This is an optimization exercise on Yosys and OpenROAD, whose aim is small area and a short achievable clock period, not a production implementation.
RTL that was checked went through simulation tests only; none was proved equivalent to the original.

Design datapathB_behavioral, start of the top module:
module datapathB_behavioral
  #(parameter WLx = 8, parameter WLc = 8)
  ( input signed [WLx-1:0] x,
    input signed [WLc-1:0] a, b, c,
    input CLK,
    output signed [(WLx+WLc+WLc)+1:0] outR
  );
  reg [7:0] x1, c1, c2; reg [8:0] w1;
  reg [11:0] ex2;
  reg [15:0] y2; reg [33:0] t1r;
  reg [5:0] zlo3; reg [16:0] zA3, zB3; reg cyk3, clo3; reg [2:0] wh3; reg [22:0] z4;
  wire [11:0] ex0 = {x[7], ((x[7] & ~x[6] & ~x[5]) | (~x[7] & x[6] & x[5])), (x[6] ^ x[5]), x[5], ((x[5] & ~x[4] & ~x[3]) | (~x[5] & x[4] & x[3])), (x[4] ^ x[3]), x[3], ((x[3] & ~x[2] & ~x[1]) | (~x[3] & x[2] & x[1])), (x[2] ^ x[1]), x[1], (x[1] & ~x[0]), x[0]};
  wire [11:0] ex1 = {x1[7], ((x1[7] & ~x1[6] & ~x1[5]) | (~x1[7] & x1[6] & x1[5])), (x1[6] ^ x1[5]), x1[5], ((x1[5] & ~x1[4] & ~x1[3]) | (~x1[5] & x1[4] & x1[3])), (x1[4] ^ x1[3]), x1[3], ((x1[3] & ~x1[2] & ~x1[1]) | (~x1[3] & x1[2] & x1[1])), (x1[2] ^ x1[1]), x1[1], (x1[1] & ~x1[0]), x1[0]};
  wire m_1;
  wire m_2;
  wire m_3;
  wire m_4;
  wire m_5;
  wire m_6;
  wire m_7;
  wire m_8;
  wire m_9;
  wire m_10;
  wire m_11;
  wire m_12;
  wire m_13;
  wire m_14;
  wire m_15;
  wire m_16;
  wire m_17;
  wire m_18;
  wire m_19;
  wire m_20;
  wire m_21;
  wire m_22;
  wire m_23;
  wire m_24;
  wire m_25;
  wire m_26;
  wire m_27;
  wire m_28;
  wire m_29;
  wire m_30;
  wire m_31;
  wire m_32;
  wire m_33;
  wire m_34;
  wire m_35;
  wire m_36;
  wire m_37;
  wire m_38;
  wire m_39;
  wire m_40;
  wire m_41;
  wire m_42;
  wire m_43;
  wire m_44;
  wire n_1;
  wire n_2;
  wire n_3;
  wire n_4;
  wire n_5;
  wire n_6;
  wire n_7;
  wire n_8;
  wire n_9;
  wire n_10;
  wire n_11;
  wire n_12;
  wire n_13;
  wire n_14;
  wire n_15;
  wire n_16;
  wire n_17;
  wire n_18;
  wire n_19;
  wire n_20;
  wire n_21;
  wire n_22;
  wire n_23;
  wire n_24;
  wire n_25;
  wire n_26;
  wire n_27;
  wire n_28;
  wire n_29;
  wire n_30;
  wire n_31;
  wire n_32;
  wire n_33;
  wire n_34;
  wire n_35;
  wire n_36;
  wire n_37;
  wire n_38;
  wire n_39;
  wire n_40;
  wire n_41;
  wire n_42;
  wire n_43;
  wire n_44;
  wire n_45;
  wire n_46;
  wire n_47;
  wire n_48;
  wire n_49;
  wire n_50;
  ...
Size in the first run: about 940 cells after synthesis, ~160 flip-flops, about 59 I/O pins, ~9000 µm² of cells after synthesis.
export LEC_CHECK = 0
export ABC_AREA = 1
export CAP_MARGIN = 20
export CORE_MARGIN = 2
export CORE_UTILIZATION = 40
export CTS_BUF_LIST = sky130_fd_sc_hd__clkbuf_8
export CTS_CLUSTER_SIZE = 40
export SETUP_SLACK_MARGIN = 3.7
export SLEW_MARGIN = 20
create_clock -name core_clock -period 6.0 [get_ports {CLK}]
standard.sh (not shown) runs the stock make flow with config.mk's settings and CLKGATE_MAP_FILE= SYNTH_SCRIPT=/design/flow/synth_recipe.tcl, a recipe that flattens the netlist after the stock synthesis.
==> flow/flow/run.sh <==
#!/bin/bash
# Standard ORFS layout (standard.sh) with two changes: every port gets a buf_2 as its port
# buffer instead of the delay buffer that buffer_ports picks by default, and Yosys's synth
# skips its generic ABC pass before full adders are extracted (SYNTH_ARGS=-noabc).
set -euo pipefail
export BUFFER_PORTS_ARGS="-buffer_cell sky130_fd_sc_hd__buf_2"
export SYNTH_ARGS="-noabc"
bash standard.sh > standard_flow.log 2>&1
The starting point went through all stages and came out clean.
Next try:
==> flow/flow/run.sh (replaced) <==
#!/bin/bash
# Standard ORFS layout (standard.sh), except that every port gets a buf_2 as its port
# buffer instead of the delay buffer that buffer_ports picks by default.
set -euo pipefail
export BUFFER_PORTS_ARGS="-buffer_cell sky130_fd_sc_hd__buf_2"
bash standard.sh > standard_flow.log 2>&1
Settings changed: ABC_AREA 1 to not set, SETUP_SLACK_MARGIN 3.7 to 3.5.
After rerunning:
- final area goes up by 2.4%
- global-route usage goes up by 0.26 points
- synthesized cell count goes up by 5.6%
- sequential share of layout area goes down by 0.60 points
- count of clock-buffer cells in the layout goes up by 1
- worst hold slack got worse by 5.9 ps
Next try:
==> flow/flow/run.sh (replaced) <==
#!/bin/bash
# Standard ORFS layout (standard.sh) with two changes: every port gets a buf_2 as its port
# buffer instead of the delay buffer that buffer_ports picks by default, and Yosys's synth
# skips its generic ABC pass before full adders are extracted (SYNTH_ARGS=-noabc).
set -euo pipefail
export BUFFER_PORTS_ARGS="-buffer_cell sky130_fd_sc_hd__buf_2"
export SYNTH_ARGS="-noabc"
bash standard.sh > standard_flow.log 2>&1
Settings changed: ABC_AREA set to 1, CAP_MARGIN 20 to 5, SETUP_SLACK_MARGIN 3.5 to 3.6, SLEW_MARGIN 20 to 5.
What happened: The changed run went through all stages and came out clean; die area drops by 5.3%; worst hold slack gains 9.0 ps; setup slack is better by 420 ps; cell area came out lower by 2.8%; non-clock buffer count rises by 8; count of clock-buffer cells in the layout decreases by 2; area after synthesis goes down by 5.4%.
Next try:
Settings changed: CAP_MARGIN 5 to 20, CORE_UTILIZATION 40 to 55, SETUP_SLACK_MARGIN 3.6 to 3.5, SLEW_MARGIN 5 to 20.
Result: Die area drops by 27%; clock skew barely changes; area after synthesis stays the same.
Next try:
Settings changed: CORE_UTILIZATION 55 to 40, CTS_CLUSTER_SIZE 40 to 30.
Effect: The new run ran to the end with no violations. Setup slack is better by 67 ps. Die area rose by well over a third. Synthesized area is unchanged. Utilization is lower by 18 points. Final area stays flat. Sequential share of layout area stays flat. Fmax went up by a few percent. Hold slack barely changes. Critical path depth came out lower by 1.

---

datapathB_behavioral, a different RTL version from the one above (not shown whole).
Size in the first run: ~970 cells after synthesis.
clock: 6.0 ns
lec_check: 0
cap_margin: 20
core_margin: 2
core_utilization: 40
cts_buf_list: sky130_fd_sc_hd__clkbuf_8
cts_cluster_diameter: 200
cts_cluster_size: 80
setup_slack_margin: 3.3
slew_margin: 20
==> flow/flow/run.sh <==
#!/bin/bash
# Standard ORFS layout (standard.sh), except that every port gets a buf_1 as its port
# buffer instead of the delay buffer that buffer_ports picks by default.
set -euo pipefail
export BUFFER_PORTS_ARGS="-buffer_cell sky130_fd_sc_hd__buf_1"
bash standard.sh > standard_flow.log 2>&1
Then changed:
==> flow/flow/run.sh (replaced) <==
#!/bin/bash
# Standard ORFS layout (standard.sh), except that every port gets a buf_2 as its port
# buffer instead of the delay buffer that buffer_ports picks by default.
set -euo pipefail
export BUFFER_PORTS_ARGS="-buffer_cell sky130_fd_sc_hd__buf_2"
bash standard.sh > standard_flow.log 2>&1
- CORE_UTILIZATION: 40 -> 55
- CTS_CLUSTER_DIAMETER: 200 -> default
- CTS_CLUSTER_SIZE: 80 -> 40
- SETUP_SLACK_MARGIN: 3.3 -> 3.45
After rerunning: Die area is lower by 27%. Non-clock buffer count falls by 4. Core utilization went up by 18 points. Synthesized cell count is unchanged. Global-route usage came out higher by 5.4 points. Wire length rises by 0.66%. Final cell count came out lower by 5.3%. Setup slack is better by 0.093 ns.
Then changed:
==> flow/flow/run.sh (replaced) <==
#!/bin/bash
# Standard ORFS layout (standard.sh) with two changes: every port gets a buf_1 as its port
# buffer instead of the delay buffer that buffer_ports picks by default, and Yosys's synth
# skips its generic ABC pass before full adders are extracted (SYNTH_ARGS=-noabc), so the
# adder cells are found on the design's own XOR/majority structure.
set -euo pipefail
export BUFFER_PORTS_ARGS="-buffer_cell sky130_fd_sc_hd__buf_1"
export SYNTH_ARGS="-noabc"
bash standard.sh > standard_flow.log 2>&1
- CORE_UTILIZATION: 55 -> 40
- SETUP_SLACK_MARGIN: 3.45 -> 3.3
=>
- The new run went through all stages and came out clean
- global-route usage goes down by 5.8 points
- area after synthesis goes down slightly
- sequential share of layout area goes up by 0.44 points
- first-iteration DRC count goes up by about a fifth
- wire length goes down by a few percent
- maximum frequency goes down by a few percent
- utilization goes down by 18 points
Then changed:
==> flow/flow/run.sh (replaced) <==
#!/bin/bash
# Standard ORFS layout (standard.sh), except that every port gets a buf_2 as its port
# buffer instead of the delay buffer that buffer_ports picks by default.
set -euo pipefail
export BUFFER_PORTS_ARGS="-buffer_cell sky130_fd_sc_hd__buf_2"
bash standard.sh > standard_flow.log 2>&1
- ABC_AREA: default -> 1
After rerunning: The changed run completed without violations; non-clock buffer count came out higher by 1; critical path depth came out higher by 4; routed wire length came out higher by 4.3%; die area came out higher by 0.62%; worst hold slack stays flat; cell count came out higher by 20%; setup slack got worse by 0.019 ns; utilization came out higher by 0.38 points; via count came out higher by 8.3%.
Then changed:
- ABC_AREA: 1 -> default
Area after synthesis went up slightly.
Count of clock-buffer cells in the layout is unchanged.
Register-to-register slack gets better by 0.09 ns.
Wire length came out lower by a few percent.
Non-clock buffer count went down by 7.
Via count went down by a few percent.
Cell area goes down slightly.
Sequential share of layout area climbs by 0.63 points.
Maximum frequency goes up by a few percent.

---

Another version of the RTL of datapathB_behavioral (not shown whole).
Size in the first run: roughly 1100 cells after synthesis, about 110 flip-flops, roughly 9200 µm² of cells after synthesis.
make LEC_CHECK=0 ABC_CLOCK_PERIOD_IN_PS=3000 CAP_MARGIN=20 CORE_MARGIN=2 CORE_UTILIZATION=40 SETUP_SLACK_MARGIN=3.0 SLEW_MARGIN=20 finish   # period 6.0 ns
run.sh (not shown) runs the stock make flow with config.mk's settings and CLKGATE_MAP_FILE= SYNTH_SCRIPT=/design/flow/synth_recipe.tcl, a recipe that flattens the netlist after the stock synthesis.
Stock flow here: none of the scripts above is used.
Rerun with:
Settings changed: ABC_CLOCK_PERIOD_IN_PS 3000 to default, SETUP_SLACK_MARGIN 3.0 to default.
Result: Flip-flop and latch count is unchanged; non-clock buffer count fell by 107; setup slack is worse by 0.95 ns; maximum frequency is lower by 18%.
No functional check of the RTL was part of any run of this note.

[static timing again, ports no longer ideal]
No port has a modelled driver above. Below, the same layouts with a new extraction and two added sets of constraints. Step 1: set_driving_cell puts a clkbuf_16 on CLK and a buf_2 on each other input, an assumption about the parent block. Step 2 adds t to the input delays and takes it off the output delays; t is the mean of the earliest and latest rising clock arrival at the registers after step 1. Input paths then give back, and output paths get back, about the clock's delay inside the block. Three values: ideal, step 1, step 2; two values: the first two.
run | t, ns | setup slack, ns | pins driven straight from the clock port
the first run of note 1 | 0.504 | 3.579 / 3.579 / 3.256 | 1
the second run of note 1 | 0.475 | 3.147 / 3.147 / 3.141 | 1
the third run of note 1 | 0.497 | 3.571 / 3.571 / 3.191 | 1
the fourth run of note 1 | 0.498 | 3.508 / 3.508 / 3.104 | 1
the fifth run of note 1 | 0.496 | 3.574 / 3.574 / 3.144 | 1
the first run of note 2 | 0.490 | 3.349 / 3.357 / 2.867 | 1
the second run of note 2 | 0.469 | 3.442 / 3.370 / 2.901 | 1
the third run of note 2 | 0.477 | 3.317 / 3.301 / 2.824 | 1
the fourth run of note 2 | 0.494 | 3.298 / 3.298 / 2.897 | 1
the fifth run of note 2 | 0.483 | 3.375 / 3.333 / 2.850 | 1
the first run of note 3 | 0.405 | 1.640 / 1.640 / 1.640 | 1
the second run of note 3 | 0.399 | 0.686 / 0.686 / 0.686 | 1
After both steps setup and hold are still met in every run listed. For the second run of note 2, which loses most, drivers alone change the setup slack by -0.072 ns; drivers and shift together by -0.541 ns.
